Background: an optimization exercise with open tools, aiming at small area and a short achievable clock period. Do not read the settings as production practice. In this exercise RTL edits were held to simulation tests only and were not proved equivalent to the original. No activity file was given, so power comes from the tool's default toggle rates.

==> flow/config.mk <==
export PLATFORM = sky130hd
export DESIGN_NAME = alu_top
export DESIGN_NICKNAME = alu_top
export VERILOG_FILES = /design/flow/design.v
export SDC_FILE = /design/flow/constraint.sdc
export NUM_CORES = 4
export LEC_CHECK = 0
export CAP_MARGIN = 20
export CORE_MARGIN = 2
export CORE_UTILIZATION = 40
export SLEW_MARGIN = 20
==> flow/constraint.sdc <==
create_clock -name core_clock -period 25.0 [get_ports {clk}]
set_input_delay 5.0000 -clock core_clock [delete_from_list [all_inputs] [get_ports {clk}]]
set_output_delay 5.0000 -clock core_clock [all_outputs]
set_load 0.01 [all_outputs]
==> flow/design.v <==
module alu_top (
    input             clk,
    input      [7:0]  a,
    input      [7:0]  b,
    input      [3:0]  command,
    input             en,
    output reg [15:0] out
);
    reg  [7:0]  a_q, b_q;
    reg  [3:0]  command_q;
    reg         en_q;
    wire [15:0] alu_out;
    always @(posedge clk) begin
        a_q       <= a;
        b_q       <= b;
        command_q <= command;
        en_q      <= en;
        out       <= alu_out;
    end
    alu u_alu (.a(a_q), .b(b_q), .command(command_q), .en(en_q), .out(alu_out));
endmodule

module alu (
	input [7:0]a,b, 
	input [3:0]command,
	input en,
	output reg [15:0] out
);
parameter 	 
    ADD  = 4'b0000,  
	INC  = 4'b0001,  
	SUB  = 4'b0010,  
	DEC  = 4'b0011,  
	MUL  = 4'b0100,  
	DIV  = 4'b0101,  
	SHL  = 4'b0110,  
	SHR  = 4'b0111,  
	AND  = 4'b1000,  
	OR   = 4'b1001,  
	INV  = 4'b1010,  
	NAND = 4'b1011,  
	NOR  = 4'b1100,  
	XOR  = 4'b1101,  
	XNOR = 4'b1110,  
	BUF  = 4'b1111;  
always @(*) begin
	if (en) begin
		case (command)
		ADD	: out= a+b;
		INC	: out= a+1;
		SUB	: out= b-a;
		DEC	: out= a-1;
		MUL	: out= a*b;
		DIV	: out= (b == 8'd0) ? 16'd0 : a/b;
		SHL	: out= a<<1;
		SHR	: out= a>>1;
		AND	: out= a&b;
		OR	: out= a|b;
		INV	: out= ~(a&b);
		NAND: out= ~(a|b);
		NOR	: out= ~(a^b);
		XOR	: out= a^b;
		XNOR: out= ~(a^b);
		BUF	: out= a;
	endcase
	end
	else begin
		out=16'd0;
	end
end
endmodule
==> flow/run.sh <==
#!/bin/bash
# synth_recipe.tcl (not shown) runs the flow's synth.tcl, then flattens the netlist and writes it again
# the make line also repeats each setting of config.mk as NAME=value (left out here)
make -C /OpenROAD-flow-scripts/flow DESIGN_CONFIG=/design/flow/config.mk WORK_HOME=/design/flow/orfs CLKGATE_MAP_FILE= SYNTH_SCRIPT=/design/flow/synth_recipe.tcl finish
==> results.txt <==
DR DRC count=0; FP Rows=57; Seq/Total Area, Yosys=7.54%; clk_skew=0.0146 ns; placed cells=1,668; top post-synthesis cells by area=ha_1, fa_1, dfxtp_1; Post-synth EDFFs=0; final setup vio count=0; Mapped Area=9820 um^2; CP peak stage delay=0.44 ns; setup TNS=0 ns; final cell count without fillers=1,697; DRT Wirelength=30.6 mm; vias=9,706; gr usage total=23.1%; number of global-route vias before repair=9,098; Avg Inst Size Synth=7.59 um^2; largest net degree at the start of global routing=47; nets=1,605; Initial Util=40.6%; final count of pins violating max slew=0; vias per inst=5.72; largest area contributor in the netlist=ha_1; ratio of cells with drive above 1 in the final layout=14.4%; clock buffer depth=2; Post-Synthesis Cells=1,293; final worst-path setup slack=1.23 ns; CP max FO=9; status=complete, no violations; core area=24,200 um^2; Netlist cell types=87; port bufs=37; # Max-Cap Violations=0; slowest CP cell=o41a_1; CP Launch Type=flip-flop; chip height=161 um; Num Clock Sinks=37; most frequent cell after synthesis=ha_1; HP Class=flip-flop to flip-flop; hpwl dp=22.9 mm; final period utilization=95.1%; Synth Warn #=2; CP most frequent cell=o21a_1; Synth Register Bits=37; Least-Margin Pin Slew=0.980 ns; Clock transition at path regs=0.07 ns; Clk Latency, worst-skew pair=0.31 ns; minimum clock period=23.77 ns; Boundary Pins=38; Clock H-tree levels=2; ant diodes=0; grt ovf=0; Synth async-reset ratio=0%; GP Congestion=0.911; Post-synth top flop=dfxtp_1; setup slack after placement=-0.335 ns; remaining antenna violation count=0; maximum vdd drop=0.218 mV; Critical Path End Type=flip-flop; Hold Worst Slack=0.639 ns; clock root buffer=clkbuf_16; Fmax=0.0421 GHz; initial DRC count=728; Worst Path Arrival=23.95 ns; Area Growth Syn to Fin=17.1%; leakage power=5.29 nW; DIE WIDTH=161 um; DR pass1 iterations=8; WL/cell=18.0 um; initial antenna violation count=0; total die area=25,800 um^2; Yosys top cell area share=22.0%; Worst Path Buf+Inv=6; PwrDens=146 nW/um^2; CTS tree=yes; final hold vios=0; Post-synth top cells=ha_1, nor2_1, nand2_1; first-pass GRT wire length=48.0 mm; critical path class=flip-flop to flip-flop; delay-heaviest family, CP=compound AO/OA/AOI/OAI gates; CTS Buf Count=5; CP Data Required Time=25.17 ns; Slew headroom=34.3%
routing by layer:
metal / share of wire (%) / vias to the layer above / global-route usage [%]
met5: 0 / - / 0
met4: 2.5 / 0 / 5.94
met3: 4.5 / 49 / 2.66
met2: 45 / 248 / 37.5
met1: 48 / 4575 / 32.6
li1: - / 4834 / -
repair_timing:
| action | in CTS | in global routing |
|---|---|---|
| setup buffers | 1 | 19 |
| hold buffers | 0 | 0 |
| hold endpoints to repair | 0 | 0 |
| setup endpoints to repair | 1 | 2 |
| resized for setup | 3 | 71 |
| cloned | 0 | 1 |
| pin swaps | 0 | 39 |
cell families after synthesis:
group                      after synthesis  synth area share [%]
and+or+nand+nor                        417                  19.5
AOI/OAI and AO/OA                      364                  25.5
adders and majority gates              211                  29.8
buffers and inverters                  142                  5.75
xor gates and xnor gates                78                  6.96
muxes                                   43                  4.94
DFF                                     37                  7.54
other                                    1                0.0382
power breakdown:
| group | total (mW) | internal [mW] | leakage (nW) | switching, mW |
|---|---|---|---|---|
| Sequential | 0.0701 | 0.0642 | 0.310 | 0.00592 |
| Combinational | 1.53 | 0.714 | 4.89 | 0.818 |
| Clock | 0.0791 | 0.0474 | 0.0842 | 0.0317 |
area by class of cell:
cell class	instances	area, um^2
Fill cell	2427	12700
Multi-Input combinational cell	1122	8910
Timing Repair Buffer	106	892
Sequential cell	37	741
Tap cell	324	405
Inverter	100	375
Clock buffer	5	125
Clock inverter	3	43.8
state kept, by name (all words and copies together) (netlist names):
| signal | cells |
|---|---|
| b_q | 8 |
| command_q | 4 |
| out | 16 |
| en_q | 1 |
| a_q | 8 |
per-stage QoR:
stage	util, %	cell area [um^2]	total power [mW]
after global routing	47.5	11500	1.88
final	47.5	11500	1.68
after CTS	45.5	11000	1.49
after detailed placement	44.7	10800	1.38
after floorplan	-	9850	1.15
after global placement	44.7	10800	1.37
cell usage in the layout (no fill, tap or decap), drive strengths merged, types with 10 or more instances in the layout:
master	Yosys	layout
o21ai	58	58
o211ai	14	14
inv	96	97
clkdlybuf4s50	0	37
ha	173	173
xor2	26	26
or2	10	10
a21oi	96	96
dfxtp	37	37
xnor2	52	52
buf	14	69
o31ai	17	17
or3	14	14
nand3	18	18
o21a	38	38
nor2b	12	12
a31oi	16	16
nand2	117	117
fa	38	38
mux2i	15	15
a21o	22	22
a221oi	10	10
nor3	54	54
nor2	152	152
o21bai	12	12
mux2	28	28
final timing paths:
check	start	to	slack, ns	cells past startpoint
setup / recovery	b_q[0]	out[0]	1.23	123
hold / removal	en_q	out[6]	0.64	1
setup reg to reg	b_q[0]	out[0]	1.23	123
hold reg to reg	en_q	out[6]	0.64	1

==> afterwards: timing with drivers on the ports <==
Ports are ideal in the flow. The routed layout listed here was re-timed in OpenROAD.
Step 1 sets driving cells, clkbuf_16 on the clock port and buf_2 on the other inputs (assumed; they add their load-dependent delay and slew).
Step 2 moves the port delays by t, midway between the first and last clock arrival at a register: inputs arrive t later, outputs are due t later. That takes back most of the time a late clock gives input paths.
Slacks: ideal / step 1 / step 2; pairs: ideal / step 1.
t (ns): 0.346
setup WS [ns]: 1.227 / 1.227 / 1.227
hold slack, ns: 0.639 / 0.639 / 0.639
clock arrival spread, ns: 0.015 / 0.015
After both steps this run still meets setup and hold. The setup slack of this run moves by 0.000 ns with the drivers and by 0.000 ns with both steps.
